What follows belongs to an exercise in optimizing a design on an open flow for small area and a short achievable clock period; a production flow would make more cautious choices.
Only simulation tests tie the RTL to the original design; equivalence was not proved.
Power is estimated from default activity; no workload was simulated.

`design/flow/run.sh`:
```
#!/bin/bash
# synth_recipe.tcl (not shown) runs the flow's synth.tcl, then flattens the netlist and writes it again
# the make line also repeats each setting of config.mk as NAME=value (left out here)
make -C /OpenROAD-flow-scripts/flow DESIGN_CONFIG=/design/flow/config.mk WORK_HOME=/design/flow/orfs CLKGATE_MAP_FILE= SYNTH_SCRIPT=/design/flow/synth_recipe.tcl finish
```
`design/flow/config.mk`:
```
export PLATFORM = sky130hd
export DESIGN_NAME = pe_array
export DESIGN_NICKNAME = pe_array
export VERILOG_FILES = /design/flow/design.v
export SDC_FILE = /design/flow/constraint.sdc
export NUM_CORES = 4
export LEC_CHECK = 0
export CAP_MARGIN = 20
export CORE_MARGIN = 2
export CORE_UTILIZATION = 40
export SLEW_MARGIN = 20
```
`design/flow/constraint.sdc`:
```
create_clock -name core_clock -period 4.5 [get_ports {clk}]
set_input_delay 0.9000 -clock core_clock [delete_from_list [all_inputs] [get_ports {clk}]]
set_output_delay 0.9000 -clock core_clock [all_outputs]
set_load 0.01 [all_outputs]
```
`design/flow/design.v`:
```
`timescale 10ns / 1ns
(* use_dsp = "yes" *) module mac_unit#(parameter WIDTH =4)(    
    input wire [WIDTH-1:0] w,                         
    input wire [WIDTH-1:0] i,                         
    input wire [(WIDTH*3)-1:0] pre_psum,              
    input wire clk,                           
    input wire reset,                         
    output wire [(WIDTH*3)-1:0] new_psum              
    );   
reg [(WIDTH*3)-1:0] acc;                              
reg [(WIDTH*3)-1:0] pre_psum_reg;                     
reg [17:0] w_reg;                                     
reg [17:0] i_reg;                                     
always @(posedge clk) begin
    if (reset) begin                                  
          w_reg <= 18'h0;
          i_reg <= 18'h0;
          acc <= 0;
          pre_psum_reg <= 0;
    end
    else begin
          w_reg <= w;
          i_reg <= i;
          pre_psum_reg <= pre_psum;                   
          acc <= pre_psum_reg + ( w_reg * i_reg) ;    
    end
end
assign new_psum = acc;  
endmodule
`timescale 10ns / 1ns
module pe_array  #(parameter WIDTH =4,k = {WIDTH*3{1'b0}})(       
input wire [WIDTH-1:0] sw_output_1,                             
input wire [WIDTH-1:0] sw_output_2,
input wire [WIDTH-1:0] sw_output_3,
input wire [WIDTH-1:0] sw_output_4,
input wire [WIDTH-1:0] sw_output_5,
input wire [WIDTH-1:0] sw_output_6,
input wire [WIDTH-1:0] sw_output_7,
input wire [WIDTH-1:0] sw_output_8,
input wire [WIDTH-1:0] sw_output_9,
input wire [WIDTH-1:0] sw_output_10,
input wire [WIDTH-1:0] sw_output_11,
input wire [WIDTH-1:0] sw_output_12,
input wire [WIDTH-1:0] sw_output_13,
input wire [WIDTH-1:0] sw_output_14,
input wire [WIDTH-1:0] sw_output_15,
input wire [WIDTH-1:0] sw_output_16,
input wire [WIDTH-1:0] sw_output_17,
input wire [WIDTH-1:0] sw_output_18,
input wire [WIDTH-1:0] sw_output_19,
input wire [WIDTH-1:0] sw_output_20,
input wire [WIDTH-1:0] sw_output_21,
input wire [WIDTH-1:0] sw_output_22,
input wire [WIDTH-1:0] sw_output_23,
input wire [WIDTH-1:0] sw_output_24,
input wire [WIDTH-1:0] sw_output_25,
input wire [WIDTH-1:0] sw_output_26,
input wire [WIDTH-1:0] sw_output_27,
input wire [WIDTH-1:0] sw_output_28,
input wire [WIDTH-1:0] sw_output_29,
input wire [WIDTH-1:0] sw_output_30,
input wire [WIDTH-1:0] sw_output_31,
input wire [WIDTH-1:0] sw_output_32,
input wire [WIDTH-1:0] sw_output_33,
input wire [WIDTH-1:0] sw_output_34,
input wire [WIDTH-1:0] sw_output_35,
input wire [WIDTH-1:0] sw_output_36,
input wire [WIDTH-1:0] sw_output_37,
input wire [WIDTH-1:0] sw_output_38,
input wire [WIDTH-1:0] sw_output_39,
input wire [WIDTH-1:0] sw_output_40,
input wire [WIDTH-1:0] sw_output_41,
input wire [WIDTH-1:0] sw_output_42,
input wire [WIDTH-1:0] sw_output_43,
input wire [WIDTH-1:0] sw_output_44,
input wire [WIDTH-1:0] sw_output_45,
input wire [WIDTH-1:0] sw_output_46,
input wire [WIDTH-1:0] sw_output_47,
input wire [WIDTH-1:0] sw_output_48,
input wire [WIDTH-1:0] sw_output_49,
input wire [WIDTH-1:0] sw_output_50,
input wire [WIDTH-1:0] sw_output_51,
input wire [WIDTH-1:0] sw_output_52,
input wire [WIDTH-1:0] sw_output_53,
input wire [WIDTH-1:0] sw_output_54,
input wire [WIDTH-1:0] sw_output_55,
input wire [WIDTH-1:0] sw_output_56,
input wire [WIDTH-1:0] sw_output_57,
input wire [WIDTH-1:0] sw_output_58,
input wire [WIDTH-1:0] sw_output_59,
input wire [WIDTH-1:0] sw_output_60,
input wire [WIDTH-1:0] sw_output_61,
input wire [WIDTH-1:0] sw_output_62,
input wire [WIDTH-1:0] sw_output_63,
input wire [WIDTH-1:0] sw_output_64,
input wire [WIDTH-1:0] sw_output_65,          
input wire [WIDTH-1:0] sw_output_66,
input wire [WIDTH-1:0] sw_output_67,
input wire [WIDTH-1:0] sw_output_68,
input wire [WIDTH-1:0] sw_output_69,
input wire [WIDTH-1:0] sw_output_70,
input wire [WIDTH-1:0] sw_output_71,
input wire [WIDTH-1:0] sw_output_72,
input wire [WIDTH-1:0] sw_output_73,
input wire [WIDTH-1:0] sw_output_74,
input wire [WIDTH-1:0] sw_output_75,
input wire [WIDTH-1:0] sw_output_76,
input wire [WIDTH-1:0] sw_output_77,
input wire [WIDTH-1:0] sw_output_78,
input wire [WIDTH-1:0] sw_output_79,
input wire [WIDTH-1:0] sw_output_80,
input wire [WIDTH-1:0] sw_output_81,
input wire [WIDTH-1:0] sw_output_82,
input wire [WIDTH-1:0] sw_output_83,
input wire [WIDTH-1:0] sw_output_84,
input wire [WIDTH-1:0] sw_output_85,
input wire [WIDTH-1:0] sw_output_86,
input wire [WIDTH-1:0] sw_output_87,
input wire [WIDTH-1:0] sw_output_88,
input wire [WIDTH-1:0] sw_output_89,
input wire [WIDTH-1:0] sw_output_90,
input wire [WIDTH-1:0] sw_output_91,
input wire [WIDTH-1:0] sw_output_92,
input wire [WIDTH-1:0] sw_output_93,
input wire [WIDTH-1:0] sw_output_94,
input wire [WIDTH-1:0] sw_output_95,
input wire [WIDTH-1:0] sw_output_96,
input wire [WIDTH-1:0] sw_output_97,
input wire [WIDTH-1:0] sw_output_98,
input wire [WIDTH-1:0] sw_output_99,
input wire [WIDTH-1:0] sw_output_100,
input wire [WIDTH-1:0] sw_output_101,
input wire [WIDTH-1:0] sw_output_102,
input wire [WIDTH-1:0] sw_output_103,
input wire [WIDTH-1:0] sw_output_104,
input wire [WIDTH-1:0] sw_output_105,
input wire [WIDTH-1:0] sw_output_106,
input wire [WIDTH-1:0] sw_output_107,
input wire [WIDTH-1:0] sw_output_108,
input wire [WIDTH-1:0] sw_output_109,
input wire [WIDTH-1:0] sw_output_110,
input wire [WIDTH-1:0] sw_output_111,
input wire [WIDTH-1:0] sw_output_112,
input wire [WIDTH-1:0] sw_output_113,
input wire [WIDTH-1:0] sw_output_114,
input wire [WIDTH-1:0] sw_output_115,
input wire [WIDTH-1:0] sw_output_116,
input wire [WIDTH-1:0] sw_output_117,
input wire [WIDTH-1:0] sw_output_118,
input wire [WIDTH-1:0] sw_output_119,
input wire [WIDTH-1:0] sw_output_120,
input wire [WIDTH-1:0] sw_output_121,
input wire [WIDTH-1:0] sw_output_122,
input wire [WIDTH-1:0] sw_output_123,
input wire [WIDTH-1:0] sw_output_124,
input wire [WIDTH-1:0] sw_output_125,
input wire [WIDTH-1:0] sw_output_126,
input wire [WIDTH-1:0] sw_output_127,
input wire [WIDTH-1:0] sw_output_128,
input wire [WIDTH-1:0] sw_output_129,
input wire [WIDTH-1:0] sw_output_130,
input wire [WIDTH-1:0] sw_output_131,
input wire [WIDTH-1:0] sw_output_132,
input wire [WIDTH-1:0] sw_output_133,
input wire [WIDTH-1:0] sw_output_134,
input wire [WIDTH-1:0] sw_output_135,
input wire [WIDTH-1:0] sw_output_136,
input wire [WIDTH-1:0] sw_output_137,
input wire [WIDTH-1:0] sw_output_138,
input wire [WIDTH-1:0] sw_output_139,
input wire [WIDTH-1:0] sw_output_140,
input wire [WIDTH-1:0] sw_output_141,
input wire [WIDTH-1:0] sw_output_142,
input wire [WIDTH-1:0] sw_output_143,
input wire [WIDTH-1:0] sw_output_144,
input wire [WIDTH-1:0] sw_output_145,
input wire [WIDTH-1:0] sw_output_146,
input wire [WIDTH-1:0] sw_output_147,
input wire [WIDTH-1:0] sw_output_148,
input wire [WIDTH-1:0] sw_output_149,
input wire [WIDTH-1:0] sw_output_150,
input wire [WIDTH-1:0] sw_output_151,
input wire [WIDTH-1:0] sw_output_152,
input wire [WIDTH-1:0] sw_output_153,
input wire [WIDTH-1:0] sw_output_154,
input wire [WIDTH-1:0] sw_output_155,
input wire [WIDTH-1:0] sw_output_156,
input wire [WIDTH-1:0] sw_output_157,
input wire [WIDTH-1:0] sw_output_158,
input wire [WIDTH-1:0] sw_output_159,
input wire [WIDTH-1:0] sw_output_160,
input wire [WIDTH-1:0] sw_output_161,
input wire [WIDTH-1:0] sw_output_162, 
input wire clk,
input wire reset,  
input wire pe_array_enable,                                                    
output wire [(WIDTH*3)-1 :0] final_output_1,                                   
output wire [(WIDTH*3)-1:0] final_output_2,
output wire [(WIDTH*3)-1:0] final_output_3,
output wire [(WIDTH*3)-1:0] final_output_4,
output wire [(WIDTH*3)-1:0] final_output_5,
output wire [(WIDTH*3)-1:0] final_output_6,
output wire [(WIDTH*3)-1:0] final_output_7,
output wire [(WIDTH*3)-1:0] final_output_8,
output wire [(WIDTH*3)-1:0] final_output_9
);
wire [(WIDTH*3)-1:0] out_array_1 [8:0];
wire [(WIDTH*3)-1:0] out_array_2 [8:0];
wire [(WIDTH*3)-1:0] out_array_3 [8:0];
wire [(WIDTH*3)-1:0] out_array_4 [8:0];
wire [(WIDTH*3)-1:0] out_array_5 [8:0];
wire [(WIDTH*3)-1:0] out_array_6 [8:0];
wire [(WIDTH*3)-1:0] out_array_7 [8:0];
wire [(WIDTH*3)-1:0] out_array_8 [8:0]; 
wire [(WIDTH*3)-1:0] out_array_9 [8:0];    
  mac_unit mac_unit_1 (                 
    .w(sw_output_1),
    .i(sw_output_82),
    .pre_psum(k),
    .clk(clk),
    .reset(reset),
    .new_psum(out_array_1[0])
  );
    mac_unit mac_unit_2 (                 
    .w(sw_output_2),
    .i(sw_output_83),
    .pre_psum(out_array_1[0]),
    .clk(clk),
    .reset(reset),
    .new_psum(out_array_1[1])
  );
    mac_unit mac_unit_3 (                 
    .w(sw_output_3),
    .i(sw_output_84),
    .pre_psum(out_array_1[1]),
    .clk(clk),
    .reset(reset),
    .new_psum(out_array_1[2])
  ); 
     mac_unit mac_unit_4 (                 
    .w(sw_output_4),
    .i(sw_output_85),
    .pre_psum(out_array_1[2]),
    .clk(clk),
    .reset(reset),
    .new_psum(out_array_1[3])
  );    
       mac_unit mac_unit_5 (                 
    .w(sw_output_5),
    .i(sw_output_86),
    .pre_psum(out_array_1[3]),
    .clk(clk),
    .reset(reset),
    .new_psum(out_array_1[4])
  ); 
       mac_unit mac_unit_6 (                 
    .w(sw_output_6),
    .i(sw_output_87),
    .pre_psum(out_array_1[4]),
    .clk(clk),
    .reset(reset),
    .new_psum(out_array_1[5])
  ); 
       mac_unit mac_unit_7 (                 
    .w(sw_output_7),
    .i(sw_output_88),
    .pre_psum(out_array_1[5]),
    .clk(clk),
    .reset(reset),
    .new_psum(out_array_1[6])
  ); 
       mac_unit mac_unit_8 (                 
    .w(sw_output_8),
    .i(sw_output_89),
    .pre_psum(out_array_1[6]),
    .clk(clk),
    .reset(reset),
    .new_psum(out_array_1[7])
  );   
  mac_unit mac_unit_9 (                 
    .w(sw_output_9),
    .i(sw_output_90),
    .pre_psum(out_array_1[7]),
    .clk(clk),
    .reset(reset),
    .new_psum(out_array_1[8])
  );
    mac_unit mac_unit_10 (                 
    .w(sw_output_10),
    .i(sw_output_91),
    .pre_psum(k),
    .clk(clk),
    .reset(reset),
    .new_psum(out_array_2[0])
  );
    mac_unit mac_unit_11 (                 
    .w(sw_output_11),
    .i(sw_output_92),
    .pre_psum(out_array_2[0]),
    .clk(clk),
    .reset(reset),
    .new_psum(out_array_2[1])
  ); 
     mac_unit mac_unit_12 (                 
    .w(sw_output_12),
    .i(sw_output_93),
    .pre_psum(out_array_2[1]),
    .clk(clk),
    .reset(reset),
    .new_psum(out_array_2[2])
  ); 
       mac_unit mac_unit_13 (                 
    .w(sw_output_13),
    .i(sw_output_94),
    .pre_psum(out_array_2[2]),
    .clk(clk),
    .reset(reset),
    .new_psum(out_array_2[3])
  ); 
       mac_unit mac_unit_14 (                 
    .w(sw_output_14),
    .i(sw_output_95),
    .pre_psum(out_array_2[3]),
    .clk(clk),
    .reset(reset),
    .new_psum(out_array_2[4])
  ); 
       mac_unit mac_unit_15 (                 
    .w(sw_output_15),
    .i(sw_output_96),
    .pre_psum(out_array_2[4]),
    .clk(clk),
    .reset(reset),
    .new_psum(out_array_2[5])
  ); 
       mac_unit mac_unit_16 (                 
    .w(sw_output_16),
    .i(sw_output_97),
    .pre_psum(out_array_2[5]),
    .clk(clk),
    .reset(reset),
    .new_psum(out_array_2[6])
  ); 
  mac_unit mac_unit_17 (                 
    .w(sw_output_17),
    .i(sw_output_98),
    .pre_psum(out_array_2[6]),
    .clk(clk),
    .reset(reset),
    .new_psum(out_array_2[7])
  );
    mac_unit mac_unit_18 (                 
    .w(sw_output_18),
    .i(sw_output_99),
    .pre_psum(out_array_2[7]),
    .clk(clk),
    .reset(reset),
    .new_psum(out_array_2[8])
  );
    mac_unit mac_unit_19 (                 
    .w(sw_output_19),
    .i(sw_output_100),
    .pre_psum(k),
    .clk(clk),
    .reset(reset),
    .new_psum(out_array_3[0])
  ); 
     mac_unit mac_unit_20 (                 
    .w(sw_output_20),
    .i(sw_output_101),
    .pre_psum(out_array_3[0]),
    .clk(clk),
    .reset(reset),
    .new_psum(out_array_3[1])
  ); 
       mac_unit mac_unit_21 (                 
    .w(sw_output_21),
    .i(sw_output_102),
    .pre_psum(out_array_3[1]),
    .clk(clk),
    .reset(reset),
    .new_psum(out_array_3[2])
  ); 
       mac_unit mac_unit_22 (                 
    .w(sw_output_22),
    .i(sw_output_103),
    .pre_psum(out_array_3[2]),
    .clk(clk),
    .reset(reset),
    .new_psum(out_array_3[3])
  ); 
       mac_unit mac_unit_23 (                 
    .w(sw_output_23),
    .i(sw_output_104),
    .pre_psum(out_array_3[3]),
    .clk(clk),
    .reset(reset),
    .new_psum(out_array_3[4])
  ); 
       mac_unit mac_unit_24 (                 
    .w(sw_output_24),
    .i(sw_output_105),
    .pre_psum(out_array_3[4]),
    .clk(clk),
    .reset(reset),
    .new_psum(out_array_3[5])
  ); 
  mac_unit mac_unit_25 (                 
    .w(sw_output_25),
    .i(sw_output_106),
    .pre_psum(out_array_3[5]),
    .clk(clk),
    .reset(reset),
    .new_psum(out_array_3[6])
  );
    mac_unit mac_unit_26 (                 
    .w(sw_output_26),
    .i(sw_output_107),
    .pre_psum(out_array_3[6]),
    .clk(clk),
    .reset(reset),
    .new_psum(out_array_3[7])
  );
    mac_unit mac_unit_27 (                 
    .w(sw_output_27),
    .i(sw_output_108),
    .pre_psum(out_array_3[7]),
    .clk(clk),
    .reset(reset),
    .new_psum(out_array_3[8])
  ); 
     mac_unit mac_unit_28 (                 
    .w(sw_output_28),
    .i(sw_output_109),
    .pre_psum(k),
    .clk(clk),
    .reset(reset),
    .new_psum(out_array_4[0])
  ); 
       mac_unit mac_unit_29 (                 
    .w(sw_output_29),
    .i(sw_output_110),
    .pre_psum(out_array_4[0]),
    .clk(clk),
    .reset(reset),
    .new_psum(out_array_4[1])
  ); 
       mac_unit mac_unit_30 (                 
    .w(sw_output_30),
    .i(sw_output_111),
    .pre_psum(out_array_4[1]),
    .clk(clk),
    .reset(reset),
    .new_psum(out_array_4[2])
  ); 
       mac_unit mac_unit_31 (                 
    .w(sw_output_31),
    .i(sw_output_112),
    .pre_psum(out_array_4[2]),
    .clk(clk),
    .reset(reset),
    .new_psum(out_array_4[3])
  ); 
       mac_unit mac_unit_32 (                 
    .w(sw_output_32),
    .i(sw_output_113),
    .pre_psum(out_array_4[3]),
    .clk(clk),
    .reset(reset),
    .new_psum(out_array_4[4])
  ); 
  mac_unit mac_unit_33 (                 
    .w(sw_output_33),
    .i(sw_output_114),
    .pre_psum(out_array_4[4]),
    .clk(clk),
    .reset(reset),
    .new_psum(out_array_4[5])
  );
    mac_unit mac_unit_34 (                 
    .w(sw_output_34),
    .i(sw_output_115),
    .pre_psum(out_array_4[5]),
    .clk(clk),
    .reset(reset),
    .new_psum(out_array_4[6])
  );
    mac_unit mac_unit_35 (                 
    .w(sw_output_35),
    .i(sw_output_116),
    .pre_psum(out_array_4[6]),
    .clk(clk),
    .reset(reset),
    .new_psum(out_array_4[7])
  ); 
     mac_unit mac_unit_36 (                 
    .w(sw_output_36),
    .i(sw_output_117),
    .pre_psum(out_array_4[7]),
    .clk(clk),
    .reset(reset),
    .new_psum(out_array_4[8])
  );
       mac_unit mac_unit_37 (                 
    .w(sw_output_37),
    .i(sw_output_118),
    .pre_psum(k),
    .clk(clk),
    .reset(reset),
    .new_psum(out_array_5[0])
  ); 
       mac_unit mac_unit_38 (                 
    .w(sw_output_38),
    .i(sw_output_119),
    .pre_psum(out_array_5[0]),
    .clk(clk),
    .reset(reset),
    .new_psum(out_array_5[1])
  ); 
       mac_unit mac_unit_39 (                 
    .w(sw_output_39),
    .i(sw_output_120),
    .pre_psum(out_array_5[1]),
    .clk(clk),
    .reset(reset),
    .new_psum(out_array_5[2])
  ); 
       mac_unit mac_unit_40 (                 
    .w(sw_output_40),
    .i(sw_output_121),
    .pre_psum(out_array_5[2]),
    .clk(clk),
    .reset(reset),
    .new_psum(out_array_5[3])
  ); 
  mac_unit mac_unit_41 (                 
    .w(sw_output_41),
    .i(sw_output_122),
    .pre_psum(out_array_5[3]),
    .clk(clk),
    .reset(reset),
    .new_psum(out_array_5[4])
  );
    mac_unit mac_unit_42 (                 
    .w(sw_output_42),
    .i(sw_output_123),
    .pre_psum(out_array_5[4]),
    .clk(clk),
    .reset(reset),
    .new_psum(out_array_5[5])
  );
    mac_unit mac_unit_43 (                 
    .w(sw_output_43),
    .i(sw_output_124),
    .pre_psum(out_array_5[5]),
    .clk(clk),
    .reset(reset),
    .new_psum(out_array_5[6])
  ); 
     mac_unit mac_unit_44 (                 
    .w(sw_output_44),
    .i(sw_output_125),
    .pre_psum(out_array_5[6]),
    .clk(clk),
    .reset(reset),
    .new_psum(out_array_5[7])
  ); 
       mac_unit mac_unit_45 (                 
    .w(sw_output_45),
    .i(sw_output_126),
    .pre_psum(out_array_5[7]),
    .clk(clk),
    .reset(reset),
    .new_psum(out_array_5[8])
  ); 
       mac_unit mac_unit_46 (                 
    .w(sw_output_46),
    .i(sw_output_127),
    .pre_psum(k),
    .clk(clk),
    .reset(reset),
    .new_psum(out_array_6[0])
  ); 
       mac_unit mac_unit_47 (                 
    .w(sw_output_47),
    .i(sw_output_128),
    .pre_psum(out_array_6[0]),
    .clk(clk),
    .reset(reset),
    .new_psum(out_array_6[1])
  ); 
       mac_unit mac_unit_48 (                 
    .w(sw_output_48),
    .i(sw_output_129),
    .pre_psum(out_array_6[1]),
    .clk(clk),
    .reset(reset),
    .new_psum(out_array_6[2])
  ); 
  mac_unit mac_unit_49 (                 
    .w(sw_output_49),
    .i(sw_output_130),
    .pre_psum(out_array_6[2]),
    .clk(clk),
    .reset(reset),
    .new_psum(out_array_6[3])
  );
    mac_unit mac_unit_50 (                 
    .w(sw_output_50),
    .i(sw_output_131),
    .pre_psum(out_array_6[3]),
    .clk(clk),
    .reset(reset),
    .new_psum(out_array_6[4])
  );
    mac_unit mac_unit_51 (                 
    .w(sw_output_51),
    .i(sw_output_132),
    .pre_psum(out_array_6[4]),
    .clk(clk),
    .reset(reset),
    .new_psum(out_array_6[5])
  ); 
     mac_unit mac_unit_52 (                 
    .w(sw_output_52),
    .i(sw_output_133),
    .pre_psum(out_array_6[5]),
    .clk(clk),
    .reset(reset),
    .new_psum(out_array_6[6])
  ); 
       mac_unit mac_unit_53 (                 
    .w(sw_output_53),
    .i(sw_output_134),
    .pre_psum(out_array_6[6]),
    .clk(clk),
    .reset(reset),
    .new_psum(out_array_6[7])
  ); 
       mac_unit mac_unit_54 (                 
    .w(sw_output_54),
    .i(sw_output_135),
    .pre_psum(out_array_6[7]),
    .clk(clk),
    .reset(reset),
    .new_psum(out_array_6[8])
  ); 
       mac_unit mac_unit_55 (                 
    .w(sw_output_55),
    .i(sw_output_136),
    .pre_psum(k),
    .clk(clk),
    .reset(reset),
    .new_psum(out_array_7[0])
  ); 
       mac_unit mac_unit_56 (                 
    .w(sw_output_56),
    .i(sw_output_137),
    .pre_psum(out_array_7[0]),
    .clk(clk),
    .reset(reset),
    .new_psum(out_array_7[1])
  ); 
  mac_unit mac_unit_57 (                 
    .w(sw_output_57),
    .i(sw_output_138),
    .pre_psum(out_array_7[1]),
    .clk(clk),
    .reset(reset),
    .new_psum(out_array_7[2])
  );
    mac_unit mac_unit_58 (                 
    .w(sw_output_58),
    .i(sw_output_139),
    .pre_psum(out_array_7[2]),
    .clk(clk),
    .reset(reset),
    .new_psum(out_array_7[3])
  );
    mac_unit mac_unit_59 (                 
    .w(sw_output_59),
    .i(sw_output_140),
    .pre_psum(out_array_7[3]),
    .clk(clk),
    .reset(reset),
    .new_psum(out_array_7[4])
  ); 
     mac_unit mac_unit_60 (                 
    .w(sw_output_60),
    .i(sw_output_141),
    .pre_psum(out_array_7[4]),
    .clk(clk),
    .reset(reset),
    .new_psum(out_array_7[5])
  ); 
       mac_unit mac_unit_61 (                 
    .w(sw_output_61),
    .i(sw_output_142),
    .pre_psum(out_array_7[5]),
    .clk(clk),
    .reset(reset),
    .new_psum(out_array_7[6])
  ); 
       mac_unit mac_unit_62 (                 
    .w(sw_output_62),
    .i(sw_output_143),
    .pre_psum(out_array_7[6]),
    .clk(clk),
    .reset(reset),
    .new_psum(out_array_7[7])
  ); 
       mac_unit mac_unit_63 (                 
    .w(sw_output_63),
    .i(sw_output_144),
    .pre_psum(out_array_7[7]),
    .clk(clk),
    .reset(reset),
    .new_psum(out_array_7[8])
  ); 
       mac_unit mac_unit_64 (                 
    .w(sw_output_64),
    .i(sw_output_145),
    .pre_psum(k),
    .clk(clk),
    .reset(reset),
    .new_psum(out_array_8[0])
  ); 
    mac_unit mac_unit_65 (                 
    .w(sw_output_65),
    .i(sw_output_146),
    .pre_psum(out_array_8[0]),
    .clk(clk),
    .reset(reset),
    .new_psum(out_array_8[1])
  ); 
    mac_unit mac_unit_66 (                 
    .w(sw_output_66),
    .i(sw_output_147),
    .pre_psum(out_array_8[1]),
    .clk(clk),
    .reset(reset),
    .new_psum(out_array_8[2])
  ); 
    mac_unit mac_unit_67 (                 
    .w(sw_output_67),
    .i(sw_output_148),
    .pre_psum(out_array_8[2]),
    .clk(clk),
    .reset(reset),
    .new_psum(out_array_8[3])
  ); 
    mac_unit mac_unit_68 (                 
    .w(sw_output_68),
    .i(sw_output_149),
    .pre_psum(out_array_8[3]),
    .clk(clk),
    .reset(reset),
    .new_psum(out_array_8[4])
  ); 
    mac_unit mac_unit_69 (                 
    .w(sw_output_69),
    .i(sw_output_150),
    .pre_psum(out_array_8[4]),
    .clk(clk),
    .reset(reset),
    .new_psum(out_array_8[5])
  ); 
    mac_unit mac_unit_70 (                 
    .w(sw_output_70),
    .i(sw_output_151),
    .pre_psum(out_array_8[5]),
    .clk(clk),
    .reset(reset),
    .new_psum(out_array_8[6])
  ); 
    mac_unit mac_unit_71 (                 
    .w(sw_output_71),
    .i(sw_output_152),
    .pre_psum(out_array_8[6]),
    .clk(clk),
    .reset(reset),
    .new_psum(out_array_8[7])
  ); 
    mac_unit mac_unit_72 (                 
    .w(sw_output_72),
    .i(sw_output_153),
    .pre_psum(out_array_8[7]),
    .clk(clk),
    .reset(reset),
    .new_psum(out_array_8[8])
  ); 
    mac_unit mac_unit_73 (                 
    .w(sw_output_73),
    .i(sw_output_154),
    .pre_psum(k),
    .clk(clk),
    .reset(reset),
    .new_psum(out_array_9[0])
  ); 
    mac_unit mac_unit_74 (                 
    .w(sw_output_74),
    .i(sw_output_155),
    .pre_psum(out_array_9[0]),
    .clk(clk),
    .reset(reset),
    .new_psum(out_array_9[1])
  ); 
    mac_unit mac_unit_75 (                 
    .w(sw_output_75),
    .i(sw_output_156),
    .pre_psum(out_array_9[1]),
    .clk(clk),
    .reset(reset),
    .new_psum(out_array_9[2])
  ); 
    mac_unit mac_unit_76 (                 
    .w(sw_output_76),
    .i(sw_output_157),
    .pre_psum(out_array_9[2]),
    .clk(clk),
    .reset(reset),
    .new_psum(out_array_9[3])
  ); 
    mac_unit mac_unit_77 (                 
    .w(sw_output_77),
    .i(sw_output_158),
    .pre_psum(out_array_9[3]),
    .clk(clk),
    .reset(reset),
    .new_psum(out_array_9[4])
  ); 
    mac_unit mac_unit_78 (                 
    .w(sw_output_78),
    .i(sw_output_159),
    .pre_psum(out_array_9[4]),
    .clk(clk),
    .reset(reset),
    .new_psum(out_array_9[5])
  ); 
    mac_unit mac_unit_79 (                 
    .w(sw_output_79),
    .i(sw_output_160),
    .pre_psum(out_array_9[5]),
    .clk(clk),
    .reset(reset),
    .new_psum(out_array_9[6])
  ); 
    mac_unit mac_unit_80 (                 
    .w(sw_output_80),
    .i(sw_output_161),
    .pre_psum(out_array_9[6]),
    .clk(clk),
    .reset(reset),
    .new_psum(out_array_9[7])
  ); 
    mac_unit mac_unit_81 (                 
    .w(sw_output_81),
    .i(sw_output_162),
    .pre_psum(out_array_9[7]),
    .clk(clk),
    .reset(reset),
    .new_psum(out_array_9[8])
  ); 
assign final_output_1 = (pe_array_enable == 1'b0) ? {(WIDTH*3){1'b0}} : out_array_1[8];      
assign final_output_2 = (pe_array_enable == 1'b0) ? {(WIDTH*3){1'b0}} : out_array_2[8];
assign final_output_3 = (pe_array_enable == 1'b0) ? {(WIDTH*3){1'b0}} : out_array_3[8];  
assign final_output_4 = (pe_array_enable == 1'b0) ? {(WIDTH*3){1'b0}} : out_array_4[8];  
assign final_output_5 = (pe_array_enable == 1'b0) ? {(WIDTH*3){1'b0}} : out_array_5[8];  
assign final_output_6 = (pe_array_enable == 1'b0) ? {(WIDTH*3){1'b0}} : out_array_6[8];  
assign final_output_7 = (pe_array_enable == 1'b0) ? {(WIDTH*3){1'b0}} : out_array_7[8];       
assign final_output_8 = (pe_array_enable == 1'b0) ? {(WIDTH*3){1'b0}} : out_array_8[8];
assign final_output_9 = (pe_array_enable == 1'b0) ? {(WIDTH*3){1'b0}} : out_array_9[8];
endmodule
```
==> results by group <==
Hold path
  – Hold-critical path depth: 1
  – Min-delay src: mac_unit_1.acc[5]$_SDFF_PP0_
  – Worst hold path endpoint: mac_unit_2.pre_psum_reg[5]$_SDFF_PP0_
  – HP Class: flop to flop

Worst setup path
  – Crit path buf inv count: 1
  – R2R Setup Slk: 0.38 ns
  – Cell Chain, Critical Path: and2_1 > fa_1 > fa_1 > ha_1 > ha_1 > fa_1 > inv_1 > fa_1 > nor2b_1 > o31ai_1 > a21oi_1 > mux2_2
  – Delay-heaviest family, CP: adder cells
  – Worst Path Required: 5.25 ns
  – Critical path peak fanout: 4
  – FF-to-FF End: mac_unit_24.acc[11]$_SDFF_PP0_
  – R2r worst-path depth: 12
  – Crit-path max cell delay: 0.57 ns
  – Crit path capture type: flop
  – RR Startpoint: mac_unit_24.w_reg[1]$_SDFF_PP0_
  – Crit path DAT: 4.87 ns
  – Worst Setup Start Kind: flop
  – Top cell by count, worst path: fa_1
  – Worst path slowest cell: fa_1
  – Crit Path Class: flop to flop

Flow run
  – Max_cap viols: 0

Floorplanning
  – Area of the die: 0.3258 mm^2
  – Initial Utilization: 0.4011
  – Die H: around 570 um
  – Die Width: 570.8 um
  – Core footprint: 0.3204 mm^2
  – I/O Pins: 759
  – Row count: 208

Placed design
  – Gpl congestion: approximately 0.82
  – Pre-CTS setup slack: 0.3820 ns
  – DPL Wire Length: between 200000 and 250000 um
  – Port Buffers: 758
  – Placed Cells: 17370

Route
  – DRC Markers: 0
  – Drt initial violations: about 2700
  – WL/cell: 14.29 um
  – Initial DRT Pass Iterations: 5
  – Vias: 80412
  – WL final: 255700 um
  – Final ANT Viol Nets: 0
  – DR vias/cell: 4.495

STA
  – Worst hold margin: 0.4154 ns
  – Setup TNS: 0 ns
  – Tcrit/Tclk final: 0.9152
  – Final hold viol count: 0
  – Slew Limit Fails: 0
  – Setup-failing EPs final: 0
  – Final Critical Period: between 4 and 5 ns
  – Worst setup margin: 0.3815 ns
  – Max Freq: 242.8 MHz
  – Slew HR: 0.4034
  – Unrepaired setup endpoints after global routing: no
  – Skew final: 0.02894 ns
  – Worst Tran Pin Value: 0.8950 ns

Clocking
  – Post-cts repair resize count: 0
  – Root Buffer: clkbuf_16
  – Clk slew on worst S/H paths: roughly 0.060 ns
  – Clock buffer depth: 4
  – H-tree depth: 5
  – CTS tree: built
  – Setup bufs post-CTS: 0
  – Cts bufs inserted: 278
  – # hold bufs at CTS: 0
  – Clock sink count: around 2400
  – Worst-skew pair later-pin latency: 0.88 ns

GRT
  – Largest net degree at the start of global routing: 139
  – Gr usage total: 0.1569
  – Vias in the first global route: 80876
  – Initial antenna violation count: 60
  – Global route overflow: 0
  – Global-route wire length before repair: 416000 um

Synth
  – Commonest cells post-synth: dfxtp_1, nor2b_1, ha_1
  – Simple-Gate Fraction of Synth Area: 0.2140
  – Main synth FF type: dfxtp_1
  – Cell area after synthesis: 0.1285 mm^2
  – Sequential area share after synthesis: 0.3701
  – Most common cell in the netlist: dfxtp_1
  – EDFF count, synth: 0
  – Largest area contributor in the netlist: dfxtp_1
  – Synth top area cells: dfxtp_1, ha_1, fa_1, nor2b_1, and2_1
  – Syn Nets: 15772
  – Compound-Gate Fraction of Synth Area: 0.04538
  – Unique masters post-synth: 55
  – Fraction of registers with async set/reset: 0
  – Adder-cell share of the synthesized area: 0.2974
  – Ys Warns: 2
  – Average cell area after synthesis: 10.22 um^2
  – Largest family of logic cells by synthesized area: adder cells
  – Mux cell area share after synthesis: 0.006221
  – Synth Instances: roughly 13000
  – Flops & latches, synth: 2376
  – Xor/xnor cell area share of the yosys netlist: 0.01220
  – Area share of the largest cell type after synthesis: 0.3701

Pwr
  – Worst vdd ir: about 0.29 mV
  – Leak: 71.89 nW
  – Pwr/cell area: around 330 mW/mm^2
  – Tot Pwr: 49.52 mW

Cells and area
  – Nets: 16543
  – Fin cells: 17889
  – Syn-to-layout area delta: 16.94%
  – Share of cells above drive strength 1: 0.04322

Status
  – Status: timing/DRC/antenna clean
[area by class of cell]
| type | count | area [um^2] |
|---|---|---|
| sequential | 2376 | 47570 |
| tap | 4305 | 5386 |
| fill | 30005 | 170100 |
| inverter | 1504 | 5645 |
| clock buffer | 369 | 7802 |
| multi-input combinational | 8374 | 73920 |
| timing repair buffer | 811 | 8263 |
| clock inverter | 125 | 1642 |
| antenna | 25 | 62.56 |
[worst max path at each step]
stage	slack (ns)	cells past startpoint	from	to
after floorplan	0.64	12	mac_unit_24.w_reg[1]$_SDFF_PP0_	mac_unit_24.acc[11]$_SDFF_PP0_
after global placement	0.46	12	mac_unit_61.i_reg[2]$_SDFF_PP0_	mac_unit_61.acc[11]$_SDFF_PP0_
after detailed placement	0.38	12	mac_unit_24.w_reg[1]$_SDFF_PP0_	mac_unit_24.acc[11]$_SDFF_PP0_
after CTS	0.37	12	mac_unit_24.w_reg[1]$_SDFF_PP0_	mac_unit_24.acc[11]$_SDFF_PP0_
after global routing	0.13	12	mac_unit_69.i_reg[2]$_SDFF_PP0_	mac_unit_69.acc[11]$_SDFF_PP0_
final	0.38	12	mac_unit_24.w_reg[1]$_SDFF_PP0_	mac_unit_24.acc[11]$_SDFF_PP0_
[cells by family after synthesis]
logic type | after synthesis
XOR/XNOR | 179
adder cells (fa/ha/maj) | 2547
buffers and inverters | 1824
AO/OA/AOI/OAI | 865
AND/OR/NAND/NOR | 4711
multiplexers | 72
flip-flops | 2376
[metrics by stage]
stage	area [um^2]	util
global route	150300	0.4690
detailed placement	140800	0.4394
global placement	140800	0.4394
CTS	150200	0.4689
floorplan	128500	-
finish	150300	0.4691
[layout by cell type, fill, tap and decap left out, drive strengths merged, types with 36 or more instances in the layout]
cell and instances:
nand2 508, o311ai 36, o21ai 135, nand3 88, a21o 150, and2 1069
clkbuf 369, mux2 63, nand2b 82, clkinv 60, nor3b 112, fa 846
nor2 440, nor3 131, nor4b 126, or3 37, dfxtp 2376, o21a 43
ha 1701, inv 1526, and3 55, xnor2 75, a21oi 235, a211oi 75
xor2 104, clkdlybuf4s50 756, nor2b 1950, buf 55
[layer usage]
layer	track usage	part of all wire	vias to the layer above
met5	0	0.00045	-
met4	0.04505	0.028	20
met3	0.02506	0.040	434
met2	0.2663	0.46	1006
met1	0.2050	0.47	37176
li1	-	-	41776
[report_power, final]
group	total, mW	switching (mW)	internal [mW]
Clock	23.1	9.20	13.9
Combinational	4.14	2.06	2.08
Sequential	22.3	0.449	21.9
Total	49.5	11.7	37.8

## separate check: timing with driven ports
Ports are ideal in the flow. The routed layout listed here was re-timed in OpenROAD.
Step 1: set_driving_cell puts a clkbuf_16 on clk and a buf_2 on each other input, an assumption about the parent block.
Step 2 times the ports against the registers' clock, not the clock port: input delays grow and output delays shrink by t, the midpoint of the rising clock arrivals with the driver on.
Three values: no drivers, after step 1, after step 2; two values: the first two.
t (ns): 0.966
setup WS [ns]: 0.381 / 0.381 / 0.381
worst slew at a driven data input, ns: 0.28
After both steps this run still meets setup and hold. The setup slack of this run moves by 0.000 ns with the drivers and by 0.000 ns with both steps.
